This is an optimization exercise on Yosys and OpenROAD, whose aim is small area, a short achievable clock period and few clock cycles, not a production implementation. In this exercise RTL edits were held to simulation tests only and were not proved equivalent to the original.

[design.v]
module sqdist (
    input  [31:0] pn,    
    input  [31:0] c,
    output [17:0] d
);
    wire w1 = ~(c[0] ^ pn[0]);
    wire w2 = c[0] | pn[0];
    wire w3, w4;
    kfa f5 (.a(c[1]), .b(pn[1]), .c(w2), .s(w3), .co(w4));
    wire w6, w7;
    kfa f8 (.a(c[2]), .b(pn[2]), .c(w4), .s(w6), .co(w7));
    wire w9, w10;
    kfa f11 (.a(c[3]), .b(pn[3]), .c(w7), .s(w9), .co(w10));
    wire w12, w13;
    kfa f14 (.a(c[4]), .b(pn[4]), .c(w10), .s(w12), .co(w13));
    wire w15, w16;
    kfa f17 (.a(c[5]), .b(pn[5]), .c(w13), .s(w15), .co(w16));
    wire w18, w19;
    kfa f20 (.a(c[6]), .b(pn[6]), .c(w16), .s(w18), .co(w19));
    wire w21, w22;
    kfa f23 (.a(c[7]), .b(pn[7]), .c(w19), .s(w21), .co(w22));
    wire w24 = c[7] ^ pn[7] ^ w22;
    wire w25 = w1 & w3;
    wire w26 = w1 & w6;
    wire w27 = w1 & w9;
    wire w28 = w1 & w12;
    wire w29 = w1 & w15;
    wire w30 = w1 & w18;
    wire w31 = w1 & w21;
    wire w32 = w3 & w6;
    wire w33 = w3 & w9;
    wire w34 = w3 & w12;
    wire w35 = w3 & w15;
    wire w36 = w3 & w18;
    wire w37 = w3 & w21;
    wire w38 = w6 & w9;
    wire w39 = w6 & w12;
    wire w40 = w6 & w15;
    wire w41 = w6 & w18;
    wire w42 = w6 & w21;
    wire w43 = w9 & w12;
    wire w44 = w9 & w15;
    wire w45 = w9 & w18;
    wire w46 = w9 & w21;
    wire w47 = w12 & w15;
    wire w48 = w12 & w18;
    wire w49 = w12 & w21;
    wire w50 = w15 & w18;
    wire w51 = w15 & w21;
    wire w52 = w18 & w21;
    wire w53 = ~(w24 & w1);
    wire w54 = ~(w24 & w3);
    wire w55 = ~(w24 & w6);
    wire w56 = ~(w24 & w9);
    wire w57 = ~(w24 & w12);
    wire w58 = ~(w24 & w15);
    wire w59 = ~(w24 & w18);
    wire w60 = ~(w24 & w21);
    wire w61 = ~(c[8] ^ pn[8]);
    wire w62 = c[8] | pn[8];
    wire w63, w64;
    kfa f65 (.a(c[9]), .b(pn[9]), .c(w62), .s(w63), .co(w64));
    wire w66, w67;
    kfa f68 (.a(c[10]), .b(pn[10]), .c(w64), .s(w66), .co(w67));
    wire w69, w70;
    kfa f71 (.a(c[11]), .b(pn[11]), .c(w67), .s(w69), .co(w70));
    wire w72, w73;
    kfa f74 (.a(c[12]), .b(pn[12]), .c(w70), .s(w72), .co(w73));
    wire w75, w76;
    kfa f77 (.a(c[13]), .b(pn[13]), .c(w73), .s(w75), .co(w76));
    wire w78, w79;
    kfa f80 (.a(c[14]), .b(pn[14]), .c(w76), .s(w78), .co(w79));
    wire w81, w82;
    kfa f83 (.a(c[15]), .b(pn[15]), .c(w79), .s(w81), .co(w82));
    wire w84 = c[15] ^ pn[15] ^ w82;
    wire w85 = w61 & w63;
    wire w86 = w61 & w66;
    wire w87 = w61 & w69;
    wire w88 = w61 & w72;
    wire w89 = w61 & w75;
    wire w90 = w61 & w78;
    wire w91 = w61 & w81;
    wire w92 = w63 & w66;
    wire w93 = w63 & w69;
    wire w94 = w63 & w72;
    wire w95 = w63 & w75;
    wire w96 = w63 & w78;
    wire w97 = w63 & w81;
    wire w98 = w66 & w69;
    wire w99 = w66 & w72;
    wire w100 = w66 & w75;
    wire w101 = w66 & w78;
    wire w102 = w66 & w81;
    wire w103 = w69 & w72;
    wire w104 = w69 & w75;
    wire w105 = w69 & w78;
    wire w106 = w69 & w81;
    wire w107 = w72 & w75;
    wire w108 = w72 & w78;
    wire w109 = w72 & w81;
    wire w110 = w75 & w78;
    wire w111 = w75 & w81;
    wire w112 = w78 & w81;
    wire w113 = ~(w84 & w61);
    wire w114 = ~(w84 & w63);
    wire w115 = ~(w84 & w66);
    wire w116 = ~(w84 & w69);
    wire w117 = ~(w84 & w72);
    wire w118 = ~(w84 & w75);
    wire w119 = ~(w84 & w78);
    wire w120 = ~(w84 & w81);
    wire w121 = ~(c[16] ^ pn[16]);
    wire w122 = c[16] | pn[16];
    wire w123, w124;
    kfa f125 (.a(c[17]), .b(pn[17]), .c(w122), .s(w123), .co(w124));
    wire w126, w127;
    kfa f128 (.a(c[18]), .b(pn[18]), .c(w124), .s(w126), .co(w127));
    wire w129, w130;
    kfa f131 (.a(c[19]), .b(pn[19]), .c(w127), .s(w129), .co(w130));
    wire w132, w133;
    kfa f134 (.a(c[20]), .b(pn[20]), .c(w130), .s(w132), .co(w133));
    wire w135, w136;
    kfa f137 (.a(c[21]), .b(pn[21]), .c(w133), .s(w135), .co(w136));
    wire w138, w139;
    kfa f140 (.a(c[22]), .b(pn[22]), .c(w136), .s(w138), .co(w139));
    wire w141, w142;
    kfa f143 (.a(c[23]), .b(pn[23]), .c(w139), .s(w141), .co(w142));
    wire w144 = c[23] ^ pn[23] ^ w142;
    wire w145 = w121 & w123;
    wire w146 = w121 & w126;
    wire w147 = w121 & w129;
    wire w148 = w121 & w132;
    wire w149 = w121 & w135;
    wire w150 = w121 & w138;
    wire w151 = w121 & w141;
    wire w152 = w123 & w126;
    wire w153 = w123 & w129;
    wire w154 = w123 & w132;
    wire w155 = w123 & w135;
    wire w156 = w123 & w138;
    wire w157 = w123 & w141;
    wire w158 = w126 & w129;
    wire w159 = w126 & w132;
    wire w160 = w126 & w135;
    wire w161 = w126 & w138;
    wire w162 = w126 & w141;
    wire w163 = w129 & w132;
    wire w164 = w129 & w135;
    wire w165 = w129 & w138;
    wire w166 = w129 & w141;
    wire w167 = w132 & w135;
    wire w168 = w132 & w138;
    wire w169 = w132 & w141;
    wire w170 = w135 & w138;
    wire w171 = w135 & w141;
    wire w172 = w138 & w141;
    wire w173 = ~(w144 & w121);
    wire w174 = ~(w144 & w123);
    wire w175 = ~(w144 & w126);
    wire w176 = ~(w144 & w129);
    wire w177 = ~(w144 & w132);
    wire w178 = ~(w144 & w135);
    wire w179 = ~(w144 & w138);
    wire w180 = ~(w144 & w141);
    wire w181 = ~(c[24] ^ pn[24]);
    wire w182 = c[24] | pn[24];
    wire w183, w184;
    kfa f185 (.a(c[25]), .b(pn[25]), .c(w182), .s(w183), .co(w184));
    wire w186, w187;
    kfa f188 (.a(c[26]), .b(pn[26]), .c(w184), .s(w186), .co(w187));
    wire w189, w190;
    kfa f191 (.a(c[27]), .b(pn[27]), .c(w187), .s(w189), .co(w190));
    wire w192, w193;
    kfa f194 (.a(c[28]), .b(pn[28]), .c(w190), .s(w192), .co(w193));
    wire w195, w196;
    kfa f197 (.a(c[29]), .b(pn[29]), .c(w193), .s(w195), .co(w196));
    wire w198, w199;
    kfa f200 (.a(c[30]), .b(pn[30]), .c(w196), .s(w198), .co(w199));
    wire w201, w202;
    kfa f203 (.a(c[31]), .b(pn[31]), .c(w199), .s(w201), .co(w202));
    wire w204 = c[31] ^ pn[31] ^ w202;
    wire w205 = w181 & w183;
    wire w206 = w181 & w186;
    wire w207 = w181 & w189;
    wire w208 = w181 & w192;
    wire w209 = w181 & w195;
    wire w210 = w181 & w198;
    wire w211 = w181 & w201;
    wire w212 = w183 & w186;
    wire w213 = w183 & w189;
    wire w214 = w183 & w192;
    wire w215 = w183 & w195;
    wire w216 = w183 & w198;
    wire w217 = w183 & w201;
    wire w218 = w186 & w189;
    wire w219 = w186 & w192;
    wire w220 = w186 & w195;
    wire w221 = w186 & w198;
    wire w222 = w186 & w201;
    wire w223 = w189 & w192;
    wire w224 = w189 & w195;
    wire w225 = w189 & w198;
    wire w226 = w189 & w201;
    wire w227 = w192 & w195;
    wire w228 = w192 & w198;
    wire w229 = w192 & w201;
    wire w230 = w195 & w198;
    wire w231 = w195 & w201;
    wire w232 = w198 & w201;
    wire w233 = ~(w204 & w181);
    wire w234 = ~(w204 & w183);
    wire w235 = ~(w204 & w186);
    wire w236 = ~(w204 & w189);
    wire w237 = ~(w204 & w192);
    wire w238 = ~(w204 & w195);
    wire w239 = ~(w204 & w198);
    wire w240 = ~(w204 & w201);
    wire w241, w242;
    kfa f243 (.a(w1), .b(w61), .c(w121), .s(w241), .co(w242));
    wire w244, w245;
    kfa f246 (.a(w3), .b(w63), .c(w123), .s(w244), .co(w245));
    wire w247, w248;
    kfa f249 (.a(w183), .b(w25), .c(w85), .s(w247), .co(w248));
    wire w250, w251;
    kfa f252 (.a(w145), .b(w205), .c(w244), .s(w250), .co(w251));
    wire w253, w254;
    kfa f255 (.a(w245), .b(w248), .c(w26), .s(w253), .co(w254));
    wire w256, w257;
    kfa f258 (.a(w86), .b(w146), .c(w206), .s(w256), .co(w257));
    wire w259, w260;
    kfa f261 (.a(w251), .b(w253), .c(w256), .s(w259), .co(w260));
    wire w262, w263;
    kfa f264 (.a(w6), .b(w66), .c(w126), .s(w262), .co(w263));
    wire w265, w266;
    kfa f267 (.a(w186), .b(w32), .c(w92), .s(w265), .co(w266));
    wire w268, w269;
    kfa f270 (.a(w152), .b(w212), .c(w262), .s(w268), .co(w269));
    wire w271, w272;
    kfa f273 (.a(w27), .b(w87), .c(w147), .s(w271), .co(w272));
    wire w274, w275;
    kfa f276 (.a(w207), .b(w254), .c(w257), .s(w274), .co(w275));
    wire w277, w278;
    kfa f279 (.a(w265), .b(w268), .c(w260), .s(w277), .co(w278));
    wire w280, w281;
    kfa f282 (.a(w271), .b(w274), .c(w277), .s(w280), .co(w281));
    wire w283, w284;
    kfa f285 (.a(w263), .b(w33), .c(w93), .s(w283), .co(w284));
    wire w286, w287;
    kfa f288 (.a(w153), .b(w213), .c(w266), .s(w286), .co(w287));
    wire w289, w290;
    kfa f291 (.a(w269), .b(w28), .c(w88), .s(w289), .co(w290));
    wire w292, w293;
    kfa f294 (.a(w148), .b(w208), .c(w272), .s(w292), .co(w293));
    wire w295, w296;
    kfa f297 (.a(w275), .b(w283), .c(w286), .s(w295), .co(w296));
    wire w298, w299;
    kfa f300 (.a(w278), .b(w289), .c(w292), .s(w298), .co(w299));
    wire w301, w302;
    kfa f303 (.a(w295), .b(w281), .c(w298), .s(w301), .co(w302));
    wire w304, w305;
    kfa f306 (.a(w9), .b(w69), .c(w129), .s(w304), .co(w305));
    wire w307, w308;
    kfa f309 (.a(w189), .b(w38), .c(w98), .s(w307), .co(w308));
    wire w310, w311;
    kfa f312 (.a(w158), .b(w218), .c(w304), .s(w310), .co(w311));
    wire w313, w314;
    kfa f315 (.a(w34), .b(w94), .c(w154), .s(w313), .co(w314));
    wire w316, w317;
    kfa f318 (.a(w214), .b(w284), .c(w287), .s(w316), .co(w317));
    wire w319, w320;
    kfa f321 (.a(w307), .b(w29), .c(w89), .s(w319), .co(w320));
    wire w322, w323;
    kfa f324 (.a(w149), .b(w209), .c(w290), .s(w322), .co(w323));
    wire w325, w326;
    kfa f327 (.a(w293), .b(w310), .c(w296), .s(w325), .co(w326));
    wire w328, w329;
    kfa f330 (.a(w313), .b(w316), .c(w299), .s(w328), .co(w329));
    wire w331, w332;
    kfa f333 (.a(w319), .b(w322), .c(w325), .s(w331), .co(w332));
    wire w334, w335;
    kfa f336 (.a(w302), .b(w328), .c(w331), .s(w334), .co(w335));
    wire w337, w338;
    kfa f339 (.a(w305), .b(w39), .c(w99), .s(w337), .co(w338));
    wire w340, w341;
    kfa f342 (.a(w159), .b(w219), .c(w308), .s(w340), .co(w341));
    wire w343, w344;
    kfa f345 (.a(w311), .b(w35), .c(w95), .s(w343), .co(w344));
    wire w346, w347;
    kfa f348 (.a(w155), .b(w215), .c(w314), .s(w346), .co(w347));
    wire w349, w350;
    kfa f351 (.a(w317), .b(w337), .c(w340), .s(w349), .co(w350));
    wire w352, w353;
    kfa f354 (.a(w30), .b(w90), .c(w150), .s(w352), .co(w353));
    wire w355, w356;
    kfa f357 (.a(w210), .b(w320), .c(w323), .s(w355), .co(w356));
    wire w358, w359;
    kfa f360 (.a(w326), .b(w343), .c(w346), .s(w358), .co(w359));
    wire w361, w362;
    kfa f363 (.a(w349), .b(w329), .c(w352), .s(w361), .co(w362));
    wire w364, w365;
    kfa f366 (.a(w355), .b(w332), .c(w358), .s(w364), .co(w365));
    wire w367, w368;
    kfa f369 (.a(w361), .b(w335), .c(w364), .s(w367), .co(w368));
    wire w370, w371;
    kfa f372 (.a(w12), .b(w72), .c(w132), .s(w370), .co(w371));
    wire w373, w374;
    kfa f375 (.a(w192), .b(w43), .c(w103), .s(w373), .co(w374));
    wire w376, w377;
    kfa f378 (.a(w163), .b(w223), .c(w370), .s(w376), .co(w377));
    wire w379, w380;
    kfa f381 (.a(w40), .b(w100), .c(w160), .s(w379), .co(w380));
    wire w382, w383;
    kfa f384 (.a(w220), .b(w338), .c(w341), .s(w382), .co(w383));
    wire w385, w386;
    kfa f387 (.a(w373), .b(w36), .c(w96), .s(w385), .co(w386));
    wire w388, w389;
    kfa f390 (.a(w156), .b(w216), .c(w344), .s(w388), .co(w389));
    wire w391, w392;
    kfa f393 (.a(w347), .b(w376), .c(w350), .s(w391), .co(w392));
    wire w394, w395;
    kfa f396 (.a(w379), .b(w382), .c(w31), .s(w394), .co(w395));
    wire w397, w398;
    kfa f399 (.a(w91), .b(w151), .c(w211), .s(w397), .co(w398));
    wire w400, w401;
    kfa f402 (.a(w353), .b(w356), .c(w359), .s(w400), .co(w401));
    wire w403, w404;
    kfa f405 (.a(w385), .b(w388), .c(w391), .s(w403), .co(w404));
    wire w406, w407;
    kfa f408 (.a(w362), .b(w394), .c(w397), .s(w406), .co(w407));
    wire w409, w410;
    kfa f411 (.a(w365), .b(w400), .c(w403), .s(w409), .co(w410));
    wire w412, w413;
    kfa f414 (.a(w406), .b(w368), .c(w409), .s(w412), .co(w413));
    wire w415, w416;
    kfa f417 (.a(w371), .b(w44), .c(w104), .s(w415), .co(w416));
    wire w418, w419;
    kfa f420 (.a(w164), .b(w224), .c(w374), .s(w418), .co(w419));
    wire w421, w422;
    kfa f423 (.a(w377), .b(w41), .c(w101), .s(w421), .co(w422));
    wire w424, w425;
    kfa f426 (.a(w161), .b(w221), .c(w380), .s(w424), .co(w425));
    wire w427, w428;
    kfa f429 (.a(w383), .b(w415), .c(w418), .s(w427), .co(w428));
    wire w430, w431;
    kfa f432 (.a(w37), .b(w97), .c(w157), .s(w430), .co(w431));
    wire w433, w434;
    kfa f435 (.a(w217), .b(w386), .c(w389), .s(w433), .co(w434));
    wire w436, w437;
    kfa f438 (.a(w392), .b(w421), .c(w424), .s(w436), .co(w437));
    wire w439, w440;
    kfa f441 (.a(w427), .b(w53), .c(w113), .s(w439), .co(w440));
    wire w442, w443;
    kfa f444 (.a(w173), .b(w233), .c(w395), .s(w442), .co(w443));
    wire w445, w446;
    kfa f447 (.a(w398), .b(w401), .c(w430), .s(w445), .co(w446));
    wire w448, w449;
    kfa f450 (.a(w433), .b(w404), .c(w436), .s(w448), .co(w449));
    wire w451, w452;
    kfa f453 (.a(w439), .b(w442), .c(w407), .s(w451), .co(w452));
    wire w454, w455;
    kfa f456 (.a(w445), .b(w448), .c(w410), .s(w454), .co(w455));
    wire w457, w458;
    kfa f459 (.a(w451), .b(w413), .c(w454), .s(w457), .co(w458));
    wire w460, w461;
    kfa f462 (.a(w15), .b(w75), .c(w135), .s(w460), .co(w461));
    wire w463, w464;
    kfa f465 (.a(w195), .b(w47), .c(w107), .s(w463), .co(w464));
    wire w466, w467;
    kfa f468 (.a(w167), .b(w227), .c(w460), .s(w466), .co(w467));
    wire w469, w470;
    kfa f471 (.a(w45), .b(w105), .c(w165), .s(w469), .co(w470));
    wire w472, w473;
    kfa f474 (.a(w225), .b(w416), .c(w419), .s(w472), .co(w473));
    wire w475, w476;
    kfa f477 (.a(w463), .b(w42), .c(w102), .s(w475), .co(w476));
    wire w478, w479;
    kfa f480 (.a(w162), .b(w222), .c(w422), .s(w478), .co(w479));
    wire w481, w482;
    kfa f483 (.a(w425), .b(w466), .c(w428), .s(w481), .co(w482));
    wire w484, w485;
    kfa f486 (.a(w469), .b(w472), .c(w54), .s(w484), .co(w485));
    wire w487, w488;
    kfa f489 (.a(w114), .b(w174), .c(w234), .s(w487), .co(w488));
    wire w490, w491;
    kfa f492 (.a(w431), .b(w434), .c(w437), .s(w490), .co(w491));
    wire w493, w494;
    kfa f495 (.a(w475), .b(w478), .c(w481), .s(w493), .co(w494));
    wire w496, w497;
    kfa f498 (.a(w440), .b(w443), .c(w484), .s(w496), .co(w497));
    wire w499, w500;
    kfa f501 (.a(w487), .b(w446), .c(w449), .s(w499), .co(w500));
    wire w502, w503;
    kfa f504 (.a(w490), .b(w493), .c(w452), .s(w502), .co(w503));
    wire w505, w506;
    kfa f507 (.a(w496), .b(w499), .c(w455), .s(w505), .co(w506));
    wire w508, w509;
    kfa f510 (.a(w502), .b(w458), .c(w505), .s(w508), .co(w509));
    wire w511, w512;
    kfa f513 (.a(1'b1), .b(w461), .c(w48), .s(w511), .co(w512));
    wire w514, w515;
    kfa f516 (.a(w108), .b(w168), .c(w228), .s(w514), .co(w515));
    wire w517, w518;
    kfa f519 (.a(w464), .b(w467), .c(w46), .s(w517), .co(w518));
    wire w520, w521;
    kfa f522 (.a(w106), .b(w166), .c(w226), .s(w520), .co(w521));
    wire w523, w524;
    kfa f525 (.a(w470), .b(w473), .c(w511), .s(w523), .co(w524));
    wire w526, w527;
    kfa f528 (.a(w514), .b(w55), .c(w115), .s(w526), .co(w527));
    wire w529, w530;
    kfa f531 (.a(w175), .b(w235), .c(w476), .s(w529), .co(w530));
    wire w532, w533;
    kfa f534 (.a(w479), .b(w482), .c(w517), .s(w532), .co(w533));
    wire w535, w536;
    kfa f537 (.a(w520), .b(w523), .c(w485), .s(w535), .co(w536));
    wire w538, w539;
    kfa f540 (.a(w488), .b(w526), .c(w529), .s(w538), .co(w539));
    wire w541, w542;
    kfa f543 (.a(w491), .b(w494), .c(w532), .s(w541), .co(w542));
    wire w544, w545;
    kfa f546 (.a(w497), .b(w535), .c(w538), .s(w544), .co(w545));
    wire w547, w548;
    kfa f549 (.a(w500), .b(w541), .c(w503), .s(w547), .co(w548));
    wire w550, w551;
    kfa f552 (.a(w544), .b(w506), .c(w547), .s(w550), .co(w551));
    wire w553, w554;
    kfa f555 (.a(w18), .b(w78), .c(w138), .s(w553), .co(w554));
    wire w556, w557;
    kfa f558 (.a(w198), .b(w50), .c(w110), .s(w556), .co(w557));
    wire w559, w560;
    kfa f561 (.a(w170), .b(w230), .c(w553), .s(w559), .co(w560));
    wire w562, w563;
    kfa f564 (.a(w49), .b(w109), .c(w169), .s(w562), .co(w563));
    wire w565, w566;
    kfa f567 (.a(w229), .b(w512), .c(w515), .s(w565), .co(w566));
    wire w568, w569;
    kfa f570 (.a(w556), .b(w56), .c(w116), .s(w568), .co(w569));
    wire w571, w572;
    kfa f573 (.a(w176), .b(w236), .c(w518), .s(w571), .co(w572));
    wire w574, w575;
    kfa f576 (.a(w521), .b(w559), .c(w524), .s(w574), .co(w575));
    wire w577, w578;
    kfa f579 (.a(w562), .b(w565), .c(w527), .s(w577), .co(w578));
    wire w580, w581;
    kfa f582 (.a(w530), .b(w568), .c(w571), .s(w580), .co(w581));
    wire w583, w584;
    kfa f585 (.a(w533), .b(w574), .c(w536), .s(w583), .co(w584));
    wire w586, w587;
    kfa f588 (.a(w539), .b(w577), .c(w580), .s(w586), .co(w587));
    wire w589, w590;
    kfa f591 (.a(w542), .b(w583), .c(w545), .s(w589), .co(w590));
    wire w592, w593;
    kfa f594 (.a(w586), .b(w548), .c(w589), .s(w592), .co(w593));
    wire w595, w596;
    kfa f597 (.a(w554), .b(w51), .c(w111), .s(w595), .co(w596));
    wire w598, w599;
    kfa f600 (.a(w171), .b(w231), .c(w557), .s(w598), .co(w599));
    wire w601, w602;
    kfa f603 (.a(w560), .b(w57), .c(w117), .s(w601), .co(w602));
    wire w604, w605;
    kfa f606 (.a(w177), .b(w237), .c(w563), .s(w604), .co(w605));
    wire w607, w608;
    kfa f609 (.a(w566), .b(w595), .c(w598), .s(w607), .co(w608));
    wire w610, w611;
    kfa f612 (.a(w569), .b(w572), .c(w601), .s(w610), .co(w611));
    wire w613, w614;
    kfa f615 (.a(w604), .b(w575), .c(w607), .s(w613), .co(w614));
    wire w616, w617;
    kfa f618 (.a(w578), .b(w581), .c(w610), .s(w616), .co(w617));
    wire w619, w620;
    kfa f621 (.a(w613), .b(w584), .c(w587), .s(w619), .co(w620));
    wire w622, w623;
    kfa f624 (.a(w616), .b(w590), .c(w619), .s(w622), .co(w623));
    wire w625, w626;
    kfa f627 (.a(w21), .b(w81), .c(w141), .s(w625), .co(w626));
    wire w628, w629;
    kfa f630 (.a(w201), .b(w52), .c(w112), .s(w628), .co(w629));
    wire w631, w632;
    kfa f633 (.a(w172), .b(w232), .c(w625), .s(w631), .co(w632));
    wire w634, w635;
    kfa f636 (.a(w58), .b(w118), .c(w178), .s(w634), .co(w635));
    wire w637, w638;
    kfa f639 (.a(w238), .b(w596), .c(w599), .s(w637), .co(w638));
    wire w640, w641;
    kfa f642 (.a(w628), .b(w602), .c(w605), .s(w640), .co(w641));
    wire w643, w644;
    kfa f645 (.a(w631), .b(w634), .c(w637), .s(w643), .co(w644));
    wire w646, w647;
    kfa f648 (.a(w608), .b(w611), .c(w640), .s(w646), .co(w647));
    wire w649, w650;
    kfa f651 (.a(w643), .b(w614), .c(w617), .s(w649), .co(w650));
    wire w652, w653;
    kfa f654 (.a(w646), .b(w620), .c(w649), .s(w652), .co(w653));
    wire w655, w656;
    kfa f657 (.a(w626), .b(w59), .c(w119), .s(w655), .co(w656));
    wire w658, w659;
    kfa f660 (.a(w179), .b(w239), .c(w629), .s(w658), .co(w659));
    wire w661, w662;
    kfa f663 (.a(w632), .b(w635), .c(w638), .s(w661), .co(w662));
    wire w664, w665;
    kfa f666 (.a(w655), .b(w658), .c(w641), .s(w664), .co(w665));
    wire w667, w668;
    kfa f669 (.a(w644), .b(w661), .c(w647), .s(w667), .co(w668));
    wire w670, w671;
    kfa f672 (.a(w664), .b(w650), .c(w667), .s(w670), .co(w671));
    wire w673, w674;
    kfa f675 (.a(w24), .b(w84), .c(w144), .s(w673), .co(w674));
    wire w676, w677;
    kfa f678 (.a(w204), .b(w60), .c(w120), .s(w676), .co(w677));
    wire w679, w680;
    kfa f681 (.a(w180), .b(w240), .c(w673), .s(w679), .co(w680));
    wire w682, w683;
    kfa f684 (.a(w656), .b(w659), .c(w676), .s(w682), .co(w683));
    wire w685, w686;
    kfa f687 (.a(w662), .b(w679), .c(w682), .s(w685), .co(w686));
    wire w688, w689;
    kfa f690 (.a(w665), .b(w685), .c(w668), .s(w688), .co(w689));
    wire w691, w692;
    kfa f693 (.a(w674), .b(w677), .c(w680), .s(w691), .co(w692));
    wire w694, w695;
    kfa f696 (.a(w683), .b(w691), .c(w686), .s(w694), .co(w695));
    wire [17:0] ra = {w689, w671, w653, w623, w593, w551, w509, w508, w457, w412, w367, w334, w301, w280, w259, w247, w242, w181};
    wire [17:0] rb = {w694, w688, w670, w652, w622, w592, w550, 1'b0, 1'b0, 1'b0, 1'b0, 1'b0, 1'b0, 1'b0, 1'b0, w250, 1'b0, w241};
    assign d = ra + rb;
endmodule
module kfa (input a, input b, input c, output s, output co);
    assign s = a ^ b ^ c;
    assign co = (a & b) | (a & c) | (b & c);
endmodule
module kmeans_top #
(
    parameter K = 8,
    parameter D = 4,
    parameter W = 8,
    parameter N = 128
)
(
    input clk,
    input rst,
    input start,
    input signed [D*W-1:0] point_flat,
    input signed [K*D*W-1:0] init_centroid_flat,
    output done,
    output [6:0] point_addr,
    output signed [K*D*W-1:0] final_centroid_flat
);
    localparam PASS_LEN = 140;    
    reg        run;        
    reg        done_r;
    reg        conv_q;     
    reg [7:0]  t;          
    wire idle = ~run & ~done_r;
    wire load = idle & start;
    reg [K*D*W-1:0] cen;   
    assign final_centroid_flat = cen;
    assign done = done_r;
    assign point_addr = t[6:0];
    reg [31:0] p0;
    reg        v1;         
    always @(posedge clk) p0 <= point_flat;
    wire [31:0] pn = ~p0;
    wire [17:0] dst [0:K-1];
    genvar gk, gd;
    generate for (gk = 0; gk < K; gk = gk + 1) begin : g_dist
        sqdist u_sq (.pn(pn), .c(cen[gk*32 +: 32]), .d(dst[gk]));
    end endgenerate
    reg [17:0] dq [0:K-1];
    reg [31:0] p1;
    reg        v2;
    integer i;
    always @(posedge clk) begin
        for (i = 0; i < K; i = i + 1) dq[i] <= dst[i];
        p1 <= p0;
    end
    wire        c1a = dq[1] < dq[0];
    wire        c1b = dq[3] < dq[2];
    wire        c1c = dq[5] < dq[4];
    wire        c1d = dq[7] < dq[6];
    wire [17:0] m1a = c1a ? dq[1] : dq[0];
    wire [17:0] m1b = c1b ? dq[3] : dq[2];
    wire [17:0] m1c = c1c ? dq[5] : dq[4];
    wire [17:0] m1d = c1d ? dq[7] : dq[6];
    wire        c2a = m1b < m1a;
    wire        c2b = m1d < m1c;
    wire [17:0] m2a = c2a ? m1b : m1a;
    wire [17:0] m2b = c2b ? m1d : m1c;
    wire [1:0]  i2a = c2a ? {1'b1, c1b} : {1'b0, c1a};
    wire [1:0]  i2b = c2b ? {1'b1, c1d} : {1'b0, c1c};
    wire        c3  = m2b < m2a;
    wire [2:0]  best = c3 ? {1'b1, i2b} : {1'b0, i2a};
    reg  [2:0]  rsel;
    reg  [31:0] p2;
    reg         v3;
    reg         drv;       
    always @(posedge clk) begin
        rsel <= v2 ? best : (t[2:0] - 3'd2);    
        p2 <= p1;
    end
    reg [14:0]  sum [0:K-1][0:D-1];
    reg [6:0]   m   [0:K-1];
    reg [K-1:0] fresh;
    wire [14:0] rs [0:D-1];
    generate for (gd = 0; gd < D; gd = gd + 1) begin : g_rs
        assign rs[gd] = sum[rsel][gd];
    end endgenerate
    wire [6:0] rm = m[rsel];
    wire       rf = fresh[rsel];
    integer d;
    always @(posedge clk) begin
        if (v3) begin
            for (d = 0; d < D; d = d + 1)
                sum[rsel][d] <= (rf ? 15'd0 : rs[d]) + {7'd0, ~p2[d*8+7], p2[d*8 +: 7]};
            m[rsel] <= rf ? 7'd0 : rm + 7'd1;
        end
    end
    localparam [7:0] FASTMASK = 8'b00001011;
    reg [14:0] da [0:D-1];
    reg [6:0]  dam;
    reg        dae;        
    reg        dav;
    reg [2:0]  daj;
    reg [14:0] db [0:D-1];
    reg [6:0]  dbm;
    reg        dbe;
    reg        dbv;
    reg [2:0]  dbj;
    wire [14:0] dq_out [0:D-1];    
    genvar gs, gb;
    generate for (gd = 0; gd < D; gd = gd + 1) begin : g_div
        wire [14:0] ch [0:8];      
        assign ch[0] = rs[gd];
        for (gs = 0; gs < 8; gs = gs + 1) begin : g_step
            wire [14:0] r  = (gs == 3) ? da[gd] : (gs == 6) ? db[gd] : ch[gs];
            wire [6:0]  mn = (gs < 3) ? ~rm : (gs < 6) ? ~dam : ~dbm;    
            wire [7:0]  tt = r[14:7];                                    
            wire [6:0]  df;        
            wire        q;         
            if (FASTMASK[gs]) begin : g_fast
                wire [8:0] sm = {1'b0, tt} + {2'b01, mn};
                assign df = sm[6:0];
                assign q  = sm[8];
            end else begin : g_ripple
                wire [7:0] k;
                assign df[0] = tt[0] ^ mn[0];
                assign k[1]  = tt[0] & mn[0];
                for (gb = 1; gb < 7; gb = gb + 1) begin : g_b
                    kfa u_fa (.a(tt[gb]), .b(mn[gb]), .c(k[gb]), .s(df[gb]), .co(k[gb+1]));
                end
                assign k[0] = 1'b0;
                assign q = tt[7] | k[7];
            end
            assign ch[gs+1] = q ? {df, r[6:0], 1'b1} : {r[13:7], r[6:0], 1'b0};
        end
        assign dq_out[gd] = ch[8];
        always @(posedge clk) begin
            da[gd] <= ch[3];
            db[gd] <= ch[6];
        end
    end endgenerate
    always @(posedge clk) begin
        dam <= rm;  dae <= rf;  daj <= rsel;
        dbm <= dam; dbe <= dae; dbj <= daj;
    end
    wire [31:0] c0 = cen[31:0];
    reg  [31:0] cin;
    always @(*) begin : g_dc
        reg [7:0] q;
        for (d = 0; d < D; d = d + 1) begin
            q = dq_out[d][7:0];    
            cin[d*8 +: 8] = dbe ? c0[d*8 +: 8]
                          : {~q[7], q[6:0]} + {7'd0, ~q[7] & (dq_out[d][14:8] != 7'd0)};
        end
    end
    reg  chg;              
    wire cmp_now = (cin != c0);
    wire last_shift = dbv & (dbj == 3'd7);
    wire cen_sh   = dbv & ~load;
    wire cen_hold = ~load & ~dbv;
    always @(posedge clk)
        cen <= (init_centroid_flat & {K*D*W{load}})
             | ({cin, cen[K*D*W-1:32]} & {K*D*W{cen_sh}})
             | (cen & {K*D*W{cen_hold}});
    always @(posedge clk) begin
        if (rst) begin
            run <= 1'b0; done_r <= 1'b0; conv_q <= 1'b0; t <= 8'd0;
            v1 <= 1'b0; v2 <= 1'b0; v3 <= 1'b0; drv <= 1'b0; dav <= 1'b0; dbv <= 1'b0;
        end else begin
            done_r <= 1'b0;
            conv_q <= run & last_shift & ~(chg | cmp_now);
            if (load) begin
                run <= 1'b1; t <= 8'd0;
                v1 <= 1'b0; v2 <= 1'b0; v3 <= 1'b0; drv <= 1'b0; dav <= 1'b0; dbv <= 1'b0;
            end else if (run) begin
                if (conv_q) begin
                    run <= 1'b0; done_r <= 1'b1;
                    v1 <= 1'b0; v2 <= 1'b0; v3 <= 1'b0; drv <= 1'b0; dav <= 1'b0; dbv <= 1'b0;
                end else begin
                    t   <= (t == PASS_LEN-1) ? 8'd0 : t + 8'd1;
                    v1  <= (t < 128);
                    v2  <= v1;
                    v3  <= v2;
                    drv <= (t >= 130) & (t <= 137);
                    dav <= drv;
                    dbv <= dav;
                end
            end
        end
    end
    always @(posedge clk) begin
        if (run && t == 0) fresh <= {K{1'b1}};
        else if (v3) fresh[rsel] <= 1'b0;
        if (dbv) chg <= (dbj == 3'd0) ? cmp_now : (chg | cmp_now);
    end
endmodule
[flow/run.sh]
#!/bin/bash
# Layout flow: the standard synthesis unchanged, then the standard
# layout steps, with
#  - the timing repair asked to leave SETUP_SLACK_MARGIN ns of setup slack,
#    i.e. to aim at a shorter period than the constraint's 40 ns;
#  - small port buffers (every port still gets its own buffer);
#  - clock tree synthesis without dummy loads.
set -euo pipefail
MARGIN=31
CTS="-sink_clustering_enable -repair_clock_nets -dont_use_dummy_load -sink_clustering_size 20 -sink_clustering_max_diameter 100"
bash standard.sh synth > synth.log 2>&1
sed "s|CLKGATE_MAP_FILE= |CLKGATE_MAP_FILE= SETUP_SLACK_MARGIN=$MARGIN 'BUFFER_PORTS_ARGS=-buffer_cell sky130_fd_sc_hd__buf_1' 'CTS_ARGS=$CTS' |" standard.sh > layout.sh
bash layout.sh > layout.log 2>&1
[standard.sh]
#!/bin/bash
# synth_recipe.tcl (not shown) runs the flow's synth.tcl, then flattens the netlist and writes it again
# the make line also repeats each setting of config.mk as NAME=value (left out here)
make -C /OpenROAD-flow-scripts/flow DESIGN_CONFIG=/design/flow/config.mk WORK_HOME=/design/flow/orfs CLKGATE_MAP_FILE= SYNTH_SCRIPT=/design/flow/synth_recipe.tcl "${@:-finish}"
[config.mk]
export PLATFORM = sky130hd
export DESIGN_NAME = kmeans_top
export DESIGN_NICKNAME = kmeans_top
export VERILOG_FILES = /design/flow/design.v
export SDC_FILE = /design/flow/constraint.sdc
export NUM_CORES = 8
export LEC_CHECK = 0
export ABC_CLOCK_PERIOD_IN_PS = 9000
export CAP_MARGIN = 20
export CORE_MARGIN = 2
export CORE_UTILIZATION = 65
export PLACE_DENSITY = 0.75
export SLEW_MARGIN = 20
export SYNTH_HIERARCHICAL = 1
[constraint.sdc]
create_clock -name core_clock -period 40.0 [get_ports {clk}]
set_input_delay 8.0000 -clock core_clock [delete_from_list [all_inputs] [get_ports {clk}]]
set_output_delay 8.0000 -clock core_clock [all_outputs]
set_load 0.01 [all_outputs]
==> results of run 1 <==
==> metal layers <==
| metal | part of all wire (%) | up-vias |
|---|---|---|
| met4 | 12 | 38 |
| met1 | 32 | 36833 |
| met5 | 0.13 | - |
| met3 | 14 | 1678 |
| met2 | 42 | 5078 |
| li1 | - | 29508 |
==> path summary, 6_finish.rpt <==
check,startpoint,to
setup / recovery,cen[179],final_centroid_flat[179]
hold reg to reg,p0[0],p1[0]
hold / removal,p0[0],p1[0]
setup reg to reg,p0[8],dq[0][17]
==> Yosys stat by module (local to each module, per instance) <==
module | area, µm² | cells | times used | flops+latches
kfa | 20.0 | 1 | 1560 | 0
sqdist | 1580 | 246 | 8 | 0
kmeans_top | 52900 | 4645 | 1 | 1203
==> critical path, stage by stage (launching register included) <==
cell,delay (ps)
dfxtp_2,360
buf_12,200
buf_6,130
==> final cells by class <==
cell class / count / area [µm²]
clock buffers: 74 / 1850
fillers: 9741 / 36600
diodes: 33 / 82.6
inverters: 423 / 1620
well taps: 1930 / 2410
flip-flops and latches: 1203 / 30400
multi-input cells: 6344 / 65800
repair buffers: 1104 / 9130
==> cell usage in the layout, fill, tap and decap left out, types with 17 or more instances in the layout <==
cell type     n
o221ai_1     22
nand2_1     716
buf_1       289
ha_1        370
buf_12       25
a21oi_1     277
xor2_1       64
mux2_2      246
o21a_1       22
a221oi_1     47
o22ai_1      24
a22oi_1      43
o21ai_0     387
diode_2      33
and2_1      723
buf_4       452
a221o_1      19
a21o_1       40
dfxtp_2      46
nor3_1       64
dfxtp_1     394
fa_2         58
dfxtp_4     226
xnor2_1     254
inv_1       404
edfxtp_1    537
fa_1       1518
nand4_1      44
clkbuf_16    81
nand3_1      95
mux2i_1     370
o41ai_1      17
nor2b_1     257
nor2_1      302
buf_6       302
==> stage by stage <==
step	hold slack (ps)	util, %	setup WS (ps)	cells
2_1_floorplan	310	-	31030	8173
3_3_place_gp	311	68.9	29300	10618
3_5_place_dp	312	68.9	29230	10619
4_1_cts	319	74.3	30580	11014
5_1_grt	322	75.2	30560	11095
6_report	317	75.2	30560	11111
==> registers in the layout (all words and copies together), names as in the netlist, 3 cells and up <==
signal and count:
dq 144, db 60, t 8, m 56
cen 256, p2 32, sum 480, dbm 7
daj 3, fresh 8, da 60, dam 7
p0 32, rsel 3, p1 32, dbj 3
==> logic make-up after synthesis <==
family	Yosys count	share of synthesized area [%]
other	8	0.0310
AO/OA/AOI/OAI	1054	6.82
AND/OR/NAND/NOR	2361	12.8
flip-flops	1203	30.4
XOR/XNOR	336	3.04
buffers and inverters	629	2.54
adder cells (fa/ha/maj)	1953	37.5
multiplexers	629	6.85
==> repair_timing <==
action	4_1_cts	5_1_grt
setup endpoints to repair	543	405
setup buffers	315	57
gates resized for setup	1197	173
pin swaps	20	42
endpoints found under the hold margin	0	0
gates cloned	6	7
==> impl_metrics.toml, run 1 <==
[clock_network]
cts.htree.levels = 3
ctsHoldBuffers = 0
cts_buffers = 74
cts_tree = "built"
ctsRootBufferMaster = "clkbuf_16"
cts_sinks = 1203
clkLatencyLatePin_ps = 770
max-clock-path-buffers = 3
clock_pin_slew_on_the_worst_setup_and_hold_paths_ps = 80

[grt]
grt_max_degree = 113
grt.total_usage_pct = 48.6
globalRoute.totalOverflow = 0
grt_antenna_before_repair = 45
grt_first_pass_wirelength_um = 523000
grt_util_met1_pct = 56.4
grt_use_met3_pct = 20.2
grt-busiest-layer = "met2"
number_of_global_route_vias_before_repair = 76104
grtUsageMet2_pct = 69.0

[layout]
finish.net_count = 11394
layout-drive-gt1-share_pct = 18.0
syn_to_final_growth_pct = 14.8
final_area_um2 = 111000

[place]
placed_cell_area_um2 = 102000
gpl.final_weighted_congestion = 1.01
placement.io_buffers = 554
dp_hpwl_um = 259000

[setup_path]
timing.critical_path.required_ps = 32000
worst_setup_path_start_kind = "flop"
critPathKind = "flop to output port"
arrival_ps = 1440
worst_setup_path_end_kind = "output port"
biggest_fanout_along_the_worst_timing_path = 3
r2r.worst_path.cells = 23
worst-r2r-setup-slack_ps = 31070

[logic_synthesis]
syn_avg_cell_area_um2 = 11.8
synth.top_cell.area_share_pct = 32.6
yosys_warnings = 13
synth.most_common_cell = "fa_1"
syn_nets = 10417
netlist_instances = 8173
synth_enable_flop_cells = 537
postSynth.topFlopCell = "dfxtp_1"
yosys.cell_types.count = 86
netlist_top_cells_count = "fa_1, and2_1, nand2_1"
post_synth_main_area_contributors = "fa_1, edfxtp_1, dfxtp_1, ha_1, and2_1"
yosys_register_bits = 1203
synth_seq_area_share_pct = 30.4
asyncSetResetFlopFracSynth_pct = 0
synthDominantAreaCellType = "fa_1"
synthesis.area_um2 = 96800

[die]
floorplan.die_area_um2 = 152000
start_util_pct = 65.5
core_area_um2 = 148000
die_x_um = 390
boundaryPins = 555
chipHeight_um = 390
num_rows = 141

[routing]
routed-via-count = 73135
avgRoutedWirePerCell_um = 33.2
drt_pre_antenna_iters = 7
detail-route-antenna-nets = 0
finalWirelength_um = 369000
detail_route.iter0.violations = 8574
route.detailed.vias_per_inst = 6.58
drc = 0

[outcome]
run_status = "finished clean"

[timing]
fin_worst_skew_ps = 123
layout_min_cycle_time_ps = 9440
setup_repair_after_global_routing_missed_its_margin = "yes"
min_period_over_period_pct = 23.6
setup_viol = 0
worst_pin_slew_ps = 1290
final_hold_viol_count = 0
maxClockFrequency_mhz = 106
final.setup.tns_ps = 0
number_of_max_slew_violations_in_the_final_report = 0
slew-limit-headroom_pct = 14.3

[min_path]
worst_hold_path.num_cells = 0
path_category_of_the_worst_min_delay_check = "flop to flop"

[job]
drv_cap = 0
Testbench counts, summed over its fixed seeds: cycles 132,252.
==> run 2, diff against run 1 <==
--- a/flow/run.sh
+++ b/flow/run.sh
@@ -6,7 +6,7 @@
 #  - small port buffers (every port still gets its own buffer);
 #  - clock tree synthesis without dummy loads.
 set -euo pipefail
-MARGIN=31
+MARGIN=30.3
 CTS="-sink_clustering_enable -repair_clock_nets -dont_use_dummy_load -sink_clustering_size 20 -sink_clustering_max_diameter 100"
 bash standard.sh synth > synth.log 2>&1
 sed "s|CLKGATE_MAP_FILE= |CLKGATE_MAP_FILE= SETUP_SLACK_MARGIN=$MARGIN 'BUFFER_PORTS_ARGS=-buffer_cell sky130_fd_sc_hd__buf_1' 'CTS_ARGS=$CTS' |" standard.sh > layout.sh
==> impl_metrics.toml, run 2 <==
[outcome]
run_status = "finished clean"

[die]
floorplan.die_area_um2 = 152000
start_util_pct = 65.5
core_area_um2 = 148000
chipHeight_um = 390
num_rows = 141
boundaryPins = 555
die_x_um = 390

[setup_path]
critical_path.startpoint = "cen[195]"
cpLargestDelayFamily = "flip-flops"
critical_path.cell_chain = "buf_1"
biggest_fanout_along_the_worst_timing_path = 4
worst_path_largest_cell_delay_ps = 550
cp.buffers_inverters = 1
reg_to_reg_start = "dam[0]"
timing.critical_path.required_ps = 32000
worst_setup_path_end_kind = "output port"
critPathKind = "flop to output port"
crit_slowest_cell = "dfxtp_1"
arrival_ps = 1700
worst_setup_path_start_kind = "flop"

[timing]
number_of_max_slew_violations_in_the_final_report = 0
setup_repair_after_global_routing_missed_its_margin = "no"
fin_worst_skew_ps = 101
slew-limit-headroom_pct = 18.9
postLayoutSetupSlackWorst_ps = 30300
maxClockFrequency_mhz = 103
final_hold_viol_count = 0
layout_min_cycle_time_ps = 9700
worst_pin_slew_ps = 1210
setup_viol = 0
min_period_over_period_pct = 24.3
final.setup.tns_ps = 0

[routing]
detail_route.iter0.violations = 7462
finalWirelength_um = 331000
drc = 0
routed-via-count = 69081
detail-route-antenna-nets = 0
avgRoutedWirePerCell_um = 30.9
drt_pre_antenna_iters = 7
route.detailed.vias_per_inst = 6.43

[clock_network]
cts_sinks = 1203
ctsHoldBuffers = 0
cts_buffers = 75
clkLatencyLatePin_ps = 750
ctsRootBufferMaster = "clkbuf_16"
cts_tree = "built"
cts.htree.levels = 3
max-clock-path-buffers = 3
clock_pin_slew_on_the_worst_setup_and_hold_paths_ps = 90

[logic_synthesis]
synth_simple_gate_area_share_pct = 12.8
yosys_register_bits = 1203
postSynth.topFlopCell = "dfxtp_1"
synthDominantAreaCellType = "fa_1"
syn_avg_cell_area_um2 = 11.8
synth.most_common_cell = "fa_1"
yosys_warnings = 13
combinational_family_with_the_most_area_after_synthesis = "adder cells"
synthesis.area_um2 = 96800
yosys.cell_types.count = 86
synth_mux_area_share_pct = 6.85
synth_enable_flop_cells = 537
syn_nets = 10417
asyncSetResetFlopFracSynth_pct = 0
netlist_instances = 8173
post_synth_main_area_contributors = "fa_1, edfxtp_1, dfxtp_1, ha_1, and2_1"
synth.top_cell.area_share_pct = 32.6
post_synth_fa_ha_maj_area_fraction_pct = 37.5
synth_compound_area_share_pct = 6.82
synth_xor_area_share_pct = 3.04
netlist_top_cells_count = "fa_1, and2_1, nand2_1"
synth_seq_area_share_pct = 30.4

[grt]
number_of_global_route_vias_before_repair = 71729
globalRoute.totalOverflow = 0
grt_max_degree = 237
grt_first_pass_wirelength_um = 475000
grt_antenna_before_repair = 15
grt.total_usage_pct = 43.7

[min_path]
hold_path.startpoint = "da[2][0]"
path_category_of_the_worst_min_delay_check = "flop to flop"

[job]
drv_cap = 0

[layout]
layout.cells.most_common = "fa_1"
final_area_um2 = 105000
largest_register_ffs = 480
syn_to_final_growth_pct = 7.95
reg_with_most_ffs = "sum"
mostFrequentLayoutCells = "fa_1, and2_1, nand2_1"
finish.net_count = 11044
largestRegisters = "sum: 480 flops, cen: 256 flops, dq: 144 flops"
layout-drive-gt1-share_pct = 7.75
instances_no_fill = 10739

[place]
gpl.final_weighted_congestion = 1.01
placed_cell_area_um2 = 102000
placement.io_buffers = 554
pre_cts_slack_ps = 29400
place.detailed.instances = 10600
dp_hpwl_um = 252000
## run 2: timing repair
action / 4_1_cts / 5_1_grt
gates cloned: 1 / 4
endpoints found under the setup margin: 164 / 178
resized for setup: 51 / 52
buffers inserted: 4 / 44
pin swaps: 3 / 11
## run 2: cell type report
class / count / area, µm²
multi-input combinational: 6342 / 65300
fill: 10726 / 43300
sequential: 1203 / 29500
timing repair buffer: 755 / 3840
tap: 1930 / 2410
clock buffer: 75 / 1880
inverter: 423 / 1610
antenna: 11 / 27.5
## run 2: through the flow
| step | util, % | hold slack, ps |
|---|---|---|
| after global routing | 70.7 | 319 |
| after detailed placement | 68.8 | 312 |
| after CTS | 70.2 | 317 |
| final | 70.7 | 314 |
| after global placement | 68.8 | 310 |
| after floorplan | - | 310 |
## run 2: cell families after synthesis
kind of cell,count (synthesis)
AOI/OAI and AO/OA,1054
xor gates and xnor gates,336
adders and majority gates,1953
buffers and inverters,629
DFF,1203
muxes,629
other,8
and+or+nand+nor,2361
## run 2: worst paths after layout
check | endpoint | slack [ps] | depth (start not counted)
setup reg to reg | db[0][14] | 30600 | 26
setup / recovery | final_centroid_flat[195] | 30300 | 1
hold reg to reg | db[2][3] | 310 | 0
hold / removal | db[2][3] | 310 | 0
## run 2: routing by layer
metal | up-vias | global-route usage [%] | share of wire (%) | wire, µm
li1 | 28769 | - | - | -
met1 | 35289 | 54.0 | 35 | 115000
met2 | 3969 | 64.8 | 44 | 146000
met3 | 1042 | 13.2 | 12 | 38900
met4 | 12 | 32.9 | 9.4 | 31300
met5 | - | 0.734 | 0.065 | 214
## run 2: per-module statistics from Yosys (local to each module, per instance)
module	copies in the design	flops+latches	area, µm²	cells
kmeans_top	1	1203	52900	4645
kfa	1560	0	20.0	1
sqdist	8	0	1580	246
==> run 3, diff against run 2 <==
--- a/flow/run.sh
+++ b/flow/run.sh
@@ -6,7 +6,7 @@
 #  - small port buffers (every port still gets its own buffer);
 #  - clock tree synthesis without dummy loads.
 set -euo pipefail
-MARGIN=30.3
+MARGIN=30.8
 CTS="-sink_clustering_enable -repair_clock_nets -dont_use_dummy_load -sink_clustering_size 20 -sink_clustering_max_diameter 100"
 bash standard.sh synth > synth.log 2>&1
 sed "s|CLKGATE_MAP_FILE= |CLKGATE_MAP_FILE= SETUP_SLACK_MARGIN=$MARGIN 'BUFFER_PORTS_ARGS=-buffer_cell sky130_fd_sc_hd__buf_1' 'CTS_ARGS=$CTS' |" standard.sh > layout.sh
==> impl_metrics.toml, run 3 <==
[job]
drv_cap = 0

[timing]
maxClockFrequency_mhz = 107
fin_worst_skew_ps = 118
min_period_over_period_pct = 23.4
layout_min_cycle_time_ps = 9340
setup_repair_after_global_routing_missed_its_margin = "yes"
slew-limit-headroom_pct = 10.4
setup_viol = 0
fin_hold_ws_ps = 275
final_hold_viol_count = 0
worst_pin_slew_ps = 1310
final.setup.tns_ps = 0
number_of_max_slew_violations_in_the_final_report = 0

[routing]
finalWirelength_um = 355000
avgRoutedWirePerCell_um = 32.2
drt_pre_antenna_iters = 7
drc = 0
detail_route.iter0.violations = 8369
routed-via-count = 71885
detail-route-antenna-nets = 0
route.detailed.vias_per_inst = 6.52

[clock_network]
clkLatencyLatePin_ps = 770
ctsRootBufferMaster = "clkbuf_16"
clock_pin_slew_on_the_worst_setup_and_hold_paths_ps = 90
max-clock-path-buffers = 3
cts_tree = "built"
cts_buffers = 74
cts.htree.levels = 3
cts_sinks = 1203

[grt]
grt_max_degree = 127
grt_antenna_before_repair = 27
number_of_global_route_vias_before_repair = 74411
grt.total_usage_pct = 46.7
globalRoute.totalOverflow = 0
grt_first_pass_wirelength_um = 504000

[logic_synthesis]
synth_simple_gate_area_share_pct = 12.8
synthesis.area_um2 = 96800
netlist_instances = 8173
syn_nets = 10417
syn_avg_cell_area_um2 = 11.8
synth_xor_area_share_pct = 3.04
synth_mux_area_share_pct = 6.85
asyncSetResetFlopFracSynth_pct = 0
combinational_family_with_the_most_area_after_synthesis = "adder cells"
post_synth_main_area_contributors = "fa_1, edfxtp_1, dfxtp_1, ha_1, and2_1"
synth_seq_area_share_pct = 30.4
synthDominantAreaCellType = "fa_1"
synth.most_common_cell = "fa_1"
synth_compound_area_share_pct = 6.82
yosys.cell_types.count = 86
netlist_top_cells_count = "fa_1, and2_1, nand2_1"
yosys_warnings = 13
post_synth_fa_ha_maj_area_fraction_pct = 37.5
synth_enable_flop_cells = 537
yosys_register_bits = 1203
synth.top_cell.area_share_pct = 32.6
postSynth.topFlopCell = "dfxtp_1"

[setup_path]
biggest_fanout_along_the_worst_timing_path = 2
arrival_ps = 1340
crit_slowest_cell = "dfxtp_4"
worst_path_largest_cell_delay_ps = 490
worst_setup_path_start_kind = "flop"
timing.critical_path.required_ps = 32000
cpLargestDelayFamily = "flip-flops"
worst_setup_path_end_kind = "output port"
cp.buffers_inverters = 1
critPathKind = "flop to output port"
critical_path.cell_chain = "buf_6"

[die]
die_x_um = 390
floorplan.die_area_um2 = 152000
start_util_pct = 65.5
boundaryPins = 555
chipHeight_um = 390
core_area_um2 = 148000
num_rows = 141

[layout]
largestRegisters = "sum: 480 flops, cen: 256 flops, dq: 144 flops"
finish.net_count = 11327
layout.cells.most_common = "fa_1"
largest_register_ffs = 480
final_area_um2 = 110000
layout-drive-gt1-share_pct = 16.8
reg_with_most_ffs = "sum"
mostFrequentLayoutCells = "fa_1, and2_1, nand2_1"
instances_no_fill = 11030
syn_to_final_growth_pct = 13.4

[place]
dp_hpwl_um = 252000
place.detailed.instances = 10599
placement.io_buffers = 554
gpl.final_weighted_congestion = 1.01
placed_cell_area_um2 = 102000

[outcome]
run_status = "finished clean"

[min_path]
path_category_of_the_worst_min_delay_check = "flop to flop"
run 3: cell types whose count changed in the layout (fill, tap and decap cells not counted), moves of 9 or more:
cell     delta
buf_6     +236
buf_1     -261
a21oi_1     -9
dfxtp_1   -244
buf_2      +43
dfxtp_4   +229
buf_8       +9
buf_4     +245
dfxtp_2    +15
fa_2       +15
fa_1       -15
o21ai_0     -9
run 3: stage by stage:
step           utilization, %  setup WS (ps)
3_3_place_gp             68.8          29500
6_report                 74.3          30660
5_1_grt                  74.3          30650
4_1_cts                  73.6          30640
3_5_place_dp             68.8          29390
2_1_floorplan               -          30810
run 3: path summary, 6_finish.rpt:
kind | slack, ps | cells after the start | start | to
max | 30660 | 1 | cen[56] | final_centroid_flat[56]
min | 270 | 0 | p1[1] | p2[1]
max reg2reg | 31000 | 30 | dbm[0] | chg
min reg2reg | 270 | 0 | p1[1] | p2[1]
run 3: logic make-up (layout without fill, tap and decap cells):
logic type | Yosys count | in the layout
multiplexers | 629 | 629
buffers and inverters | 629 | 1534
adder cells (fa/ha/maj) | 1953 | 1953
AND/OR/NAND/NOR | 2361 | 2364
AO/OA/AOI/OAI | 1054 | 1054
flip-flops | 1203 | 1203
XOR/XNOR | 336 | 336
other | 8 | 27
run 3: modules after synthesis (local to each module, per instance):
module / cells inside / times used
kmeans_top: 4645 / 1
kfa: 1 / 1560
sqdist: 246 / 8
run 3: worst reg2reg max path, delay by kind of cell, from the launching register on:
family,cells,cell delay [ps]
AOI/OAI and AO/OA,3,750
buffers and inverters,2,260
and+or+nand+nor,8,1370
DFF,1,360
muxes,1,380
xor gates and xnor gates,1,120
adders and majority gates,15,5540
run 3: what timing repair did:
item / in CTS / in global routing
hold buffers: 0 / 0
setup buffers: 283 / 45
setup endpoints to repair: 506 / 430
gates cloned: 3 / 6
gates resized for setup: 1108 / 119
pin swaps: 11 / 16
run 3: final cells by class:
cell class / count / area [µm²]
inverters: 423 / 1610
fillers: 10003 / 38000
multi-input cells: 6344 / 65600
well taps: 1930 / 2410
diodes: 19 / 47.5
flip-flops and latches: 1203 / 30400
clock buffers: 74 / 1850
repair buffers: 1037 / 7960
run 3: metal layers:
| layer | vias up | wire length (µm) | track usage, % |
|---|---|---|---|
| li1 | 29358 | - | - |
| met4 | 22 | 40300 | 41.9 |
| met1 | 36337 | 116000 | 55.0 |
| met5 | - | 257 | 0.574 |
| met3 | 1419 | 47300 | 17.5 |
| met2 | 4749 | 151000 | 66.8 |
==> run 4, diff against run 3 <==
--- a/flow/run.sh
+++ b/flow/run.sh
@@ -6,7 +6,7 @@
 #  - small port buffers (every port still gets its own buffer);
 #  - clock tree synthesis without dummy loads.
 set -euo pipefail
-MARGIN=30.8
+MARGIN=30.6
 CTS="-sink_clustering_enable -repair_clock_nets -dont_use_dummy_load -sink_clustering_size 20 -sink_clustering_max_diameter 100"
 bash standard.sh synth > synth.log 2>&1
 sed "s|CLKGATE_MAP_FILE= |CLKGATE_MAP_FILE= SETUP_SLACK_MARGIN=$MARGIN 'BUFFER_PORTS_ARGS=-buffer_cell sky130_fd_sc_hd__buf_1' 'CTS_ARGS=$CTS' |" standard.sh > layout.sh
==> impl_metrics.toml, run 4 <==
[logic_synthesis]
synth_xor_area_share_pct = 3.04
post_synth_fa_ha_maj_area_fraction_pct = 37.5
synth.top_cell.area_share_pct = 32.6
netlist_top_cells_count = "fa_1, and2_1, nand2_1"
netlist_instances = 8173
synth.most_common_cell = "fa_1"
synth_compound_area_share_pct = 6.82
synth_mux_area_share_pct = 6.85
synthDominantAreaCellType = "fa_1"
combinational_family_with_the_most_area_after_synthesis = "adder cells"
yosys_warnings = 13
yosys.cell_types.count = 86
syn_nets = 10417
asyncSetResetFlopFracSynth_pct = 0
synth_simple_gate_area_share_pct = 12.8
synth_seq_area_share_pct = 30.4
yosys_register_bits = 1203
syn_avg_cell_area_um2 = 11.8
postSynth.topFlopCell = "dfxtp_1"
synthesis.area_um2 = 96800
synth_enable_flop_cells = 537
post_synth_main_area_contributors = "fa_1, edfxtp_1, dfxtp_1, ha_1, and2_1"

[grt]
grt.total_usage_pct = 44.0
grt_max_degree = 120
number_of_global_route_vias_before_repair = 72800
grt_first_pass_wirelength_um = 479000
globalRoute.totalOverflow = 0
grt_antenna_before_repair = 25

[place]
placement.io_buffers = 554
dp_hpwl_um = 251000
placed_cell_area_um2 = 102000
gpl.final_weighted_congestion = 0.990
place.detailed.instances = 10600
pre_cts_slack_ps = 28360

[setup_path]
arrival_ps = 1420
crit-reg2reg-capture = "db[3][10]"
timing.critical_path.depth = 1
biggest_fanout_along_the_worst_timing_path = 4
r2r.worst_path.cells = 29
crit_slowest_cell = "dfxtp_2"
timing.critical_path.required_ps = 32000
cp.buffers_inverters = 1
critical_path.cell_chain = "buf_1"
worst_path_largest_cell_delay_ps = 530
worst_setup_path_start_kind = "flop"
worst-r2r-setup-slack_ps = 30760
reg_to_reg_start = "dam[0]"
critPathKind = "flop to output port"
cpLargestDelayFamily = "flip-flops"
worst_setup_path_end_kind = "output port"

[clock_network]
clock_pin_slew_on_the_worst_setup_and_hold_paths_ps = 80
cts_buffers = 75
cts_tree = "built"
ctsHoldBuffers = 0
ctsRootBufferMaster = "clkbuf_16"
cts_sinks = 1203
max-clock-path-buffers = 3
clkLatencyLatePin_ps = 740
cts.htree.levels = 3

[layout]
mostFrequentLayoutCells = "fa_1, and2_1, nand2_1"
finish.net_count = 11107
final_area_um2 = 106000
largest_register_ffs = 480
n_fill_cell = 10568
syn_to_final_growth_pct = 9.58
layout.cells.most_common = "fa_1"
multi_input_area_um2 = 65600
instances_no_fill = 10802
finalCoreUtilization_pct = 71.8
sequential_cell_area_um2 = 29900
largestRegisters = "sum: 480 flops, cen: 256 flops, dq: 144 flops"
reg_with_most_ffs = "sum"
layout-drive-gt1-share_pct = 11.7

[min_path]
path_category_of_the_worst_min_delay_check = "flop to flop"
worst_hold_path.num_cells = 0
holdPathEnd = "p2[9]"
hold_path.startpoint = "p1[9]"

[timing]
setup_repair_after_global_routing_missed_its_margin = "yes"
final.setup.tns_ps = 0
fin_worst_skew_ps = 84.0
final_hold_viol_count = 0
min_period_over_period_pct = 23.6
layout_min_cycle_time_ps = 9420
fin_hold_ws_ps = 329
slew-limit-headroom_pct = 16.3
worst_pin_slew_ps = 1220
setup_viol = 0
maxClockFrequency_mhz = 106
postLayoutSetupSlackWorst_ps = 30580
number_of_max_slew_violations_in_the_final_report = 0

[die]
die_x_um = 390
floorplan.die_area_um2 = 152000
boundaryPins = 555
core_area_um2 = 148000
num_rows = 141
chipHeight_um = 390
start_util_pct = 65.5

[routing]
detail-route-antenna-nets = 0
finalWirelength_um = 334000
avgRoutedWirePerCell_um = 30.9
routed-via-count = 69827
drt_pre_antenna_iters = 6
detail_route.iter0.violations = 7243
route.detailed.vias_per_inst = 6.46
drc = 0

[outcome]
run_status = "finished clean"

[job]
drv_cap = 0
[run 4: worst max-delay path by stage]
stage                         from                       end
after CTS                  rsel[1]                  da[0][8]
after global placement       start                   cen[93]
after global routing        dam[0]                 db[2][11]
after floorplan            rsel[1]                 da[0][10]
final                     cen[217]  final_centroid_flat[217]
after detailed placement     start                   cen[76]
[run 4: per-layer routing]
layer  track usage (%)  wire, µm  vias up
li1                  -         -    28905
met1              53.2    113000    35566
met2              65.2    147000     4199
met3              13.6     40200     1133
met4              35.8     33300       24
met5             0.287       192        -
[run 4: modules after synthesis, one instance, submodules excluded]
module	flops+latches	cells
kfa	0	1
kmeans_top	1203	4645
sqdist	0	246
[run 4: cells by family after synthesis]
logic type | after synthesis
other | 8
AO/OA/AOI/OAI | 1054
multiplexers | 629
adder cells (fa/ha/maj) | 1953
buffers and inverters | 629
flip-flops | 1203
XOR/XNOR | 336
AND/OR/NAND/NOR | 2361
[run 4: worst reg2reg max path, delay by kind of cell (launching register included)]
family	cells	cell delay, ps
AO/OA/AOI/OAI	6	1020
adder cells (fa/ha/maj)	14	5610
buffers and inverters	4	660
flip-flops	1	370
multiplexers	3	1120
AND/OR/NAND/NOR	2	350
[run 4: what timing repair did]
item                       CTS  global route
buffers inserted            37            69
gates cloned                 4             4
setup endpoints to repair  369           175
pin swaps                   14            25
resized for setup          375           147
[run 4: layout make-up]
type                    count  share of cell area [%]
multi-input cells        6344                    61.8
well taps                1930                    2.28
clock buffers              75                    1.77
flip-flops and latches   1203                    28.1
repair buffers            816                    4.42
inverters                 423                    1.53
diodes                     11                  0.0259
==> run 5, diff against run 4 <==
--- a/config.mk
+++ b/config.mk
@@ -8,7 +8,7 @@
 export ABC_CLOCK_PERIOD_IN_PS = 9000
 export CAP_MARGIN = 20
 export CORE_MARGIN = 2
-export CORE_UTILIZATION = 65
-export PLACE_DENSITY = 0.75
+export CORE_UTILIZATION = 75
+export PLACE_DENSITY = 0.85
 export SLEW_MARGIN = 20
 export SYNTH_HIERARCHICAL = 1
==> impl_metrics.toml, run 5 <==
[die]
start_util_pct = 75.7
die_x_um = 363
floorplan.die_area_um2 = 132000
chipHeight_um = 363
core_area_um2 = 128000
boundaryPins = 555

[clock_network]
clock_pin_slew_on_the_worst_setup_and_hold_paths_ps = 100
max-clock-path-buffers = 3
cts_tree = "built"
ctsHoldBuffers = 0
ctsRootBufferMaster = "clkbuf_16"
cts_buffers = 75
cts.htree.levels = 3

[setup_path]
timing.critical_path.required_ps = 40410
critPathKind = "flop to flop"
critPathMostFrequentCell = "fa_1"
worst_path_largest_cell_delay_ps = 460
worst_setup_path_start_kind = "flop"
crit_slowest_cell = "fa_1"
biggest_fanout_along_the_worst_timing_path = 8

[place]
gpl.final_weighted_congestion = 1.03
dp_hpwl_um = 250000
placement.io_buffers = 554
placed_cell_area_um2 = 101000
pre_cts_slack_ps = 29210

[grt]
grt_util_met1_pct = 59.3
grt_use_met3_pct = 21.9
number_of_global_route_vias_before_repair = 75227
grt-busiest-layer = "met2"
grt_antenna_before_repair = 41
grtUsageMet2_pct = 74.5
globalRoute.totalOverflow = 0
grt_max_degree = 136
grt_first_pass_wirelength_um = 489000

[routing]
finalWirelength_um = 345000
drc = 0
avgRoutedWirePerCell_um = 32.7
routed-via-count = 73600

[min_path]
path_category_of_the_worst_min_delay_check = "flop to flop"

[layout]
layout-drive-gt1-share_pct = 10.9
reg_with_most_ffs = "sum"
largest_register_ffs = 480
syn_to_final_growth_pct = 8.94
sequential_cell_area_um2 = 29900
final_area_um2 = 106000
layout.cells.most_common = "fa_1"
multi_input_area_um2 = 65400
mostFrequentLayoutCells = "fa_1, and2_1, nand2_1"

[logic_synthesis]
postSynth.topFlopCell = "dfxtp_1"
synth_seq_area_share_pct = 30.4
yosys_warnings = 13
syn_avg_cell_area_um2 = 11.8
post_synth_main_area_contributors = "fa_1, edfxtp_1, dfxtp_1, ha_1, and2_1"
synth.most_common_cell = "fa_1"
yosys.cell_types.count = 86
synth.top_cell.area_share_pct = 32.6
netlist_top_cells_count = "fa_1, and2_1, nand2_1"
asyncSetResetFlopFracSynth_pct = 0
netlist_instances = 8173
synth_enable_flop_cells = 537
syn_nets = 10417

[job]
drv_cap = 0

[timing]
min_period_over_period_pct = 23.6
layout_min_cycle_time_ps = 9420
slew-limit-headroom_pct = 5.49
setup_viol = 0
final_hold_viol_count = 0
fin_hold_ws_ps = 328
fin_worst_skew_ps = 75.1

[outcome]
run_status = "finished clean"
-- run 5: cell types whose count changed in the layout (fill, tap and decap cells not counted), sizes merged --
cell / delta
clkinv: -1
buf: -3
diode: +18
bufbuf: -1
clkbuf: -4
and2: +1
clkinvlp: -4
inv: +5
-- run 5: repair_timing --
action | CTS | global route
setup endpoints to repair | 440 | 299
pin swaps | 10 | 14
buffers inserted | 48 | 60
resized for setup | 366 | 118
cloned | 2 | 4
-- run 5: cell families (layout without fill, tap and decap cells) --
| kind of cell | count (synthesis) | after routing | share of synthesized area [%] |
|---|---|---|---|
| simple gates | 2361 | 2365 | 12.8 |
| flops | 1203 | 1203 | 30.4 |
| buf+inv | 629 | 1306 | 2.54 |
| xor+xnor | 336 | 336 | 3.04 |
| mux | 629 | 629 | 6.85 |
| fa+ha+maj | 1953 | 1953 | 37.5 |
| other cells | 8 | 37 | 0.0310 |
| compound gates | 1054 | 1054 | 6.82 |
-- run 5: worst paths after layout --
path,start,endpoint,slack (ps),depth (start not counted)
worst max-delay path,dbm[0],chg,30580,32
worst min-delay path,p1[7],p2[7],330,0
worst max register to register,dbm[0],chg,30580,32
worst min register to register,p1[7],p2[7],330,0
-- run 5: through the flow --
stage / utilization, % / cells
3_5_place_dp: 79.3 / 10325
2_1_floorplan: - / 8173
5_1_grt: 82.5 / 10523
3_3_place_gp: 79.3 / 10324
6_report: 82.5 / 10545
4_1_cts: 81.7 / 10450
-- run 5: critical path: cells and delay by family (launching register included) --
kind	cells	cell delay (ps)
adders and majority gates	14	5370
and+or+nand+nor	8	1310
AOI/OAI and AO/OA	4	700
xor gates and xnor gates	2	490
buffers and inverters	3	460
muxes	1	410
DFF	1	350
-- run 5: cell type report --
type,count,area share (%)
multi-input combinational,6345,62.0
sequential,1203,28.3
timing repair buffer,808,4.30
tap,1662,1.97
clock buffer,75,1.78
inverter,423,1.53
antenna,29,0.0688
-- run 5: layer usage --
metal	share of wire (%)	wire (µm)
met1	30	104000
met5	0.097	334
met2	42	146000
met4	12	41200
met3	15	52800
-- run 5: modules after synthesis (local to each module, per instance) --
module | copies in the design | area [µm²] | flops+latches
kmeans_top | 1 | 52900 | 1203
kfa | 1560 | 20.0 | 0
sqdist | 8 | 1580 | 0

afterwards: timing with drivers on the ports:
In the flow no input, the clock included, has a driving cell. The finished layouts below were timed again as built, in two steps.
Step 1: set_driving_cell puts a clkbuf_16 on clk and a buf_2 on each other input, an assumption about the parent block.
Step 2 times the ports against the registers' clock, not the clock port: input delays grow and output delays shrink by t, the midpoint of the rising clock arrivals with the driver on.
Slacks: ideal / step 1 / step 2; pairs: ideal / step 1.
run	t, ns	setup WS [ns]	worst data-port slew with drivers (ns)
run 1	0.789	30.563 / 30.472 / 30.323	0.25
run 2	0.786	30.298 / 30.216 / 29.643	0.22
run 3	0.797	30.656 / 30.568 / 29.985	0.28
run 4	0.787	30.576 / 30.488 / 29.970	0.20
run 5	0.791	30.576 / 30.491 / 29.848	0.23
After both steps every run listed still meets setup and hold. The setup slack of run 5, which loses most, moves by -0.085 ns with the drivers and by -0.728 ns with both steps.
